Context: an optimization exercise on an open-source flow, tuned for small area and a short achievable clock period. The choices shown serve that exercise and are no tape-out recipe.
At most, simulation tests tie the RTL to the original design; equivalence was not proved.
No driver is modelled on the clock port, so clocking that relies on it looks cheaper here than on a real chip.
Power is estimated from default activity; no workload was simulated.

==> inputs of run X <==
==> flow/design.v (excerpt) <==
module cpu(clock,rst,inputs,leds3,leds2,leds1,leds0,setButton,displayButton,executeButton,reset,LED4,LED9,LED0,LED8);
clock: 12.0 ns
lec_check: 0
abc_area: 1
cap_margin: 20
core_margin: 2
core_utilization: 70
cts_buf_list: sky130_fd_sc_hd__clkbuf_4 sky130_fd_sc_hd__clkbuf_8
place_density: 0.8
slew_margin: 20
standard.sh (not shown) runs the stock make flow with config.mk's settings and CLKGATE_MAP_FILE= SYNTH_SCRIPT=/design/flow/synth_recipe.tcl, a recipe that flattens the netlist after the stock synthesis.
==> flow/flow/run.sh <==
#!/bin/bash
set -uo pipefail
export BUFFER_PORTS_ARGS="-buffer_cell sky130_fd_sc_hd__buf_2"
export SETUP_SLACK_MARGIN=8.5
R=orfs/results/${FLOW_PLATFORM}/cpu/base
bash standard.sh synth > make_synth.log 2>&1 || exit 1
cp $R/1_2_yosys.v std_synth.v
cands=""
for sc in deep map; do
  for s in 0 1 2 3; do
    c=${sc}_$s
    sed "s/&deepsyn -T 30/\&deepsyn -J 100 -T 150 -S $s/" flow/$sc.abc > $c.abc
    (RESYN_ABC=$c.abc RESYN_OUT=resyn_$c.v yosys -c flow/resyn.tcl > resyn_$c.log 2>&1 &&
     RESYN_OUT=resyn_$c.v openroad -no_init -exit flow/sta.tcl > sta_$c.log 2>&1) &
    cands="$cands $c"
  done
  wait
done
: > candidates.txt
for c in $cands; do
  a=$(grep -m1 "Chip area for module '\\\\cpu'" resyn_$c.v.stat 2>/dev/null | awk '{print $NF}')
  w=$(grep -m1 '^RESYN_WNS' sta_$c.log 2>/dev/null | awk '{print $2}')
  [ -n "$a" ] && [ -n "$w" ] && echo "$(echo "$a * (12 - $w)" | bc -l) $a $w $c" >> candidates.txt
done
best=""
for c in $(sort -g candidates.txt | awk '{print $4}'); do
  if RESYN_OUT=resyn_$c.v yosys -c flow/equiv.tcl > equiv_$c.log 2>&1 && grep -q '^RESYN_EQUIV_OK' equiv_$c.log; then best=$c; break; fi
done
if [ -n "$best" ]; then
  cp resyn_$best.v $R/1_2_yosys.v
  rm -f $R/1_synth.odb
  echo "using re-mapped netlist $best" > resyn_used.txt
else
  echo "using standard netlist" > resyn_used.txt
fi
bash standard.sh > make.log 2>&1
==> flow/flow/deep.abc <==
strash
&get -n
&deepsyn -T 30
&put
&get -n
&dch -f
&nf -D 1500
&put
topo
==> flow/flow/equiv.tcl <==
# Proves resyn.v equivalent to std_synth.v (same flip-flops, paired by name).
set lib $::env(FLOW_HOME)/platforms/sky130hd/lib/sky130_fd_sc_hd__tt_025C_1v80.lib
yosys read_liberty -ignore_miss_func $lib
yosys read_verilog std_synth.v
yosys rename cpu gold
yosys read_verilog $::env(RESYN_OUT)
yosys rename cpu gate
yosys hierarchy -check
yosys flatten gold gate
yosys opt_clean
yosys equiv_make gold gate equiv
yosys hierarchy -top equiv
yosys equiv_simple
yosys equiv_induct
yosys equiv_status -assert
puts "RESYN_EQUIV_OK"
==> flow/flow/map.abc <==
strash
&get -n
&deepsyn -T 30
&put
dch -f
map -D 1500
topo
==> flow/flow/resyn.tcl <==
# Re-maps the combinational logic of the standard synthesis (std_synth.v) with a
# stronger ABC script; flip-flops and tie cells are kept as they are, by name.
# RESYN_ABC names the ABC script and RESYN_OUT the netlist to write.
set lib $::env(FLOW_HOME)/platforms/sky130hd/lib/sky130_fd_sc_hd__tt_025C_1v80.lib
set out $::env(RESYN_OUT)
yosys read_liberty -ignore_miss_func $lib
yosys read_verilog std_synth.v
yosys hierarchy -top cpu
yosys setattr -mod -set keep_hierarchy 1 sky130_fd_sc_hd__dfxtp_* sky130_fd_sc_hd__edfxtp_* sky130_fd_sc_hd__conb_1
yosys flatten
# names of flattened cell pins become internal, so flip-flops drive the output ports directly
yosys rename -hide w:*.*
yosys opt_clean
yosys opt -fast
yosys abc -script $::env(RESYN_ABC) -liberty $lib -dont_use sky130_fd_sc_hd__probe_p_8 -dont_use sky130_fd_sc_hd__probec_p_8 -dont_use *lpflow*
yosys opt_clean -purge
yosys hilomap -singleton -hicell sky130_fd_sc_hd__conb_1 HI -locell sky130_fd_sc_hd__conb_1 LO
yosys splitnets
yosys opt_clean -purge
yosys insbuf -buf sky130_fd_sc_hd__buf_4 A X
yosys tee -o $out.stat stat -liberty $lib
yosys select -module cpu
yosys write_verilog -noattr -noexpr -selected $out
==> flow/flow/sta.tcl <==
set p $::env(FLOW_HOME)/platforms/sky130hd
read_lef $p/lef/sky130_fd_sc_hd.tlef
read_lef $p/lef/sky130_fd_sc_hd_merged.lef
read_liberty $p/lib/sky130_fd_sc_hd__tt_025C_1v80.lib
read_verilog $::env(RESYN_OUT)
link_design cpu
read_sdc $::env(FLOW_SDC)
puts "RESYN_WNS [worst_slack -max]"
==> run F: changes against run X <==
--- a/flow/design.v
+++ b/flow/design.v
@@ -29,31 +29,32 @@
 			pend <= (pend & ~displayButton) ^ press;
 			Q <= Qn;
 		end
 	reg [3:0] opCode;
 	reg [2:0] regID1, regID2;
 	reg [7:0] immValue;
 	reg [7:0] immLast;    
-	reg [7:0] viewLast;   
+	reg [7:0] immDec;     
+	reg [3:0] viewLast;   
 	always @(posedge clock) begin
 		if (rst) begin
 			opCode <= 0; regID1 <= 0; regID2 <= 0; immValue <= 0; LED0 <= 0;
 		end else
 			case (Q)
 				2'd0: opCode <= inputs[3:0];
 				2'd1: regID1 <= inputs[2:0];
 				2'd2: regID2 <= inputs[2:0];
 				2'd3: begin immValue <= inputs; LED0 <= (immValue == 8'd192); end
 			endcase
 		immLast <= immValue;
+		immDec <= conv(immValue);
 		case (Qn)
-			2'd0: viewLast <= {4'd0, opCode};
-			2'd1: viewLast <= {5'd0, regID1};
-			2'd2: viewLast <= {5'd0, regID2};
-			default: viewLast <= conv(immValue);
+			2'd0: viewLast <= opCode;
+			2'd1: viewLast <= {1'b0, regID1};
+			default: viewLast <= {1'b0, regID2};
 		endcase
 	end
 	reg instructionDone, wr;
 	reg [3:0] slot;
 	reg [17:0] mem0;
 	always @(posedge clock)
 		if (rst) begin
@@ -181,25 +182,25 @@
 	localparam [15:0] OP0_5 = 16'h0000;
 	localparam [15:0] OP0_6 = 16'h9cfd;
 	localparam [15:0] OP0_7 = 16'h1104;
 	function [6:0] seg;   
 		input [3:0] d;
 		seg = {SEG1[d], SEG2[d], SEG3[d], SEG4[d], SEG5[d], SEG6[d], SEG7[d]};
 	endfunction
-	wire [3:0] o = viewLast[3:0];
+	wire [3:0] o = viewLast;
 	wire [27:0] opName = {OP3_1[o], OP3_2[o], OP3_3[o], OP3_4[o], OP3_5[o], OP3_6[o], OP3_7[o],
 		OP2_1[o], OP2_2[o], OP2_3[o], OP2_4[o], OP2_5[o], OP2_6[o], OP2_7[o],
 		OP1_1[o], OP1_2[o], OP1_3[o], OP1_4[o], OP1_5[o], OP1_6[o], OP1_7[o],
 		OP0_1[o], OP0_2[o], OP0_3[o], OP0_4[o], OP0_5[o], OP0_6[o], OP0_7[o]};
 	function [27:0] decView;
 		input [7:0] d;
 		decView = {7'b0000001, (d[7:4] >= 4'd10) ? 7'b1001111 : 7'b0000001, seg(d[7:4]), seg(d[3:0])};
 	endfunction
-	wire [27:0] regView = {7'b1111010, 7'b0110000, 7'b0000100, seg(viewLast[3:0])};
-	wire [27:0] normView = rstLast ? {28{1'b1}} : (Q == 2'd0) ? opName : (Q == 2'd3) ? decView(viewLast) : regView;
+	wire [27:0] regView = {7'b1111010, 7'b0110000, 7'b0000100, seg(viewLast)};
+	wire [27:0] normView = rstLast ? {28{1'b1}} : (Q == 2'd0) ? opName : (Q == 2'd3) ? decView(immDec) : regView;
 	wire [27:0] dispView = rstLast ? {28{1'b1}} : decView(dispDec);
 	reg [27:0] leds;
 	always @(posedge clock)
 		if (rst) leds <= {28{1'b1}};
 		else if (!displayButton) leds <= dispView;
 		else if (!pend) leds <= normView;
 	assign leds3 = {leds[27:26], leds[26], leds[24:23], leds[24], leds[21]};
==> flow/flow/run.sh (replaced) <==
#!/bin/bash
# Layout flow: the standard synthesis, its combinational logic re-mapped with a
# stronger ABC script (flip-flops kept, equivalence proven, else the standard
# netlist is used), then the standard layout with buf_2 port buffers and timing
# repair aimed at a short clock period.
set -uo pipefail
export BUFFER_PORTS_ARGS="-buffer_cell sky130_fd_sc_hd__buf_2"
export SETUP_SLACK_MARGIN=8.3
R=orfs/results/${FLOW_PLATFORM}/cpu/base
bash standard.sh synth > make_synth.log 2>&1 || exit 1
cp $R/1_2_yosys.v std_synth.v
if yosys -c flow/resyn.tcl > resyn.log 2>&1 && yosys -c flow/equiv.tcl > equiv.log 2>&1 && grep -q '^RESYN_EQUIV_OK' equiv.log; then
  cp resyn.v $R/1_2_yosys.v
  rm -f $R/1_synth.odb
  echo "using re-mapped netlist" > resyn_used.txt
else
  echo "using standard netlist" > resyn_used.txt
fi
bash standard.sh > make.log 2>&1
==> flow/flow/deep.abc (replaced) <==
strash
&get -n
&deepsyn -T 30
&put
dch -f
map -D 1500
topo
==> flow/flow/equiv.tcl (replaced) <==
# Proves resyn.v equivalent to std_synth.v (same flip-flops, paired by name).
set lib $::env(FLOW_HOME)/platforms/sky130hd/lib/sky130_fd_sc_hd__tt_025C_1v80.lib
yosys read_liberty -ignore_miss_func $lib
yosys read_verilog std_synth.v
yosys rename cpu gold
yosys read_verilog resyn.v
yosys rename cpu gate
yosys hierarchy -check
yosys flatten gold gate
yosys opt_clean
yosys equiv_make gold gate equiv
yosys hierarchy -top equiv
yosys equiv_simple
yosys equiv_induct
yosys equiv_status -assert
puts "RESYN_EQUIV_OK"
==> flow/flow/resyn.tcl (replaced) <==
# Re-maps the combinational logic of the standard synthesis (std_synth.v) with a
# stronger ABC script; flip-flops and tie cells are kept as they are, by name.
set lib $::env(FLOW_HOME)/platforms/sky130hd/lib/sky130_fd_sc_hd__tt_025C_1v80.lib
yosys read_liberty -ignore_miss_func $lib
yosys read_verilog std_synth.v
yosys hierarchy -top cpu
yosys setattr -mod -set keep_hierarchy 1 sky130_fd_sc_hd__dfxtp_* sky130_fd_sc_hd__edfxtp_* sky130_fd_sc_hd__conb_1
yosys flatten
yosys opt_clean
yosys opt -fast
yosys abc -script flow/deep.abc -liberty $lib -dont_use sky130_fd_sc_hd__probe_p_8 -dont_use sky130_fd_sc_hd__probec_p_8 -dont_use *lpflow*
yosys opt_clean -purge
yosys hilomap -singleton -hicell sky130_fd_sc_hd__conb_1 HI -locell sky130_fd_sc_hd__conb_1 LO
yosys splitnets
yosys opt_clean -purge
yosys insbuf -buf sky130_fd_sc_hd__buf_4 A X
yosys tee -o resyn_stat.txt stat -liberty $lib
yosys select -module cpu
yosys write_verilog -noattr -noexpr -selected resyn.v
Settings changed: CORE_UTILIZATION 70 to 60, PLACE_DENSITY 0.8 to not set.
removed: flow/flow/map.abc
removed: flow/flow/sta.tcl
==> comparison <==
- Run X finished clean. Run F passed the timing, design-rule and antenna checks.
- In sequential power, run F and run X hardly differ.
- In run F the first-iteration DRC count is higher than in run X, by 16%.
- Of run X and run F, run F has the higher power (gap about 1.8%, measured against run F).
- Of run F and run X, run F has the higher clock skew (gap 1.5 ps).
- Between run F and run X, the lower core utilization is in run F (gap 13 points).
Only the layout flow was run in run X; the RTL was not checked for function there.

## what the ideal ports hide
The results above use ideal ports. As a check the final layouts listed here were re-extracted and re-timed, cells and wires unchanged. Step 1, drivers: a clkbuf_16 drives clock and a buf_2 each remaining input, both assumed. Step 2 also shifts input and output timing later by t, the mid clock arrival at the registers, as if the neighbouring blocks saw the same clock. Slacks: no drivers / after step 1 / after step 2; pairs: no drivers / after step 1.
run	shift t [ns]	setup slack, ns	worst register clock-pin slew, ns
run X	0.518	8.375 / 8.395 / 7.877	0.11 / 0.11
run F	0.518	8.389 / 8.410 / 7.891	0.11 / 0.11
After both steps setup and hold are still met in every run listed.
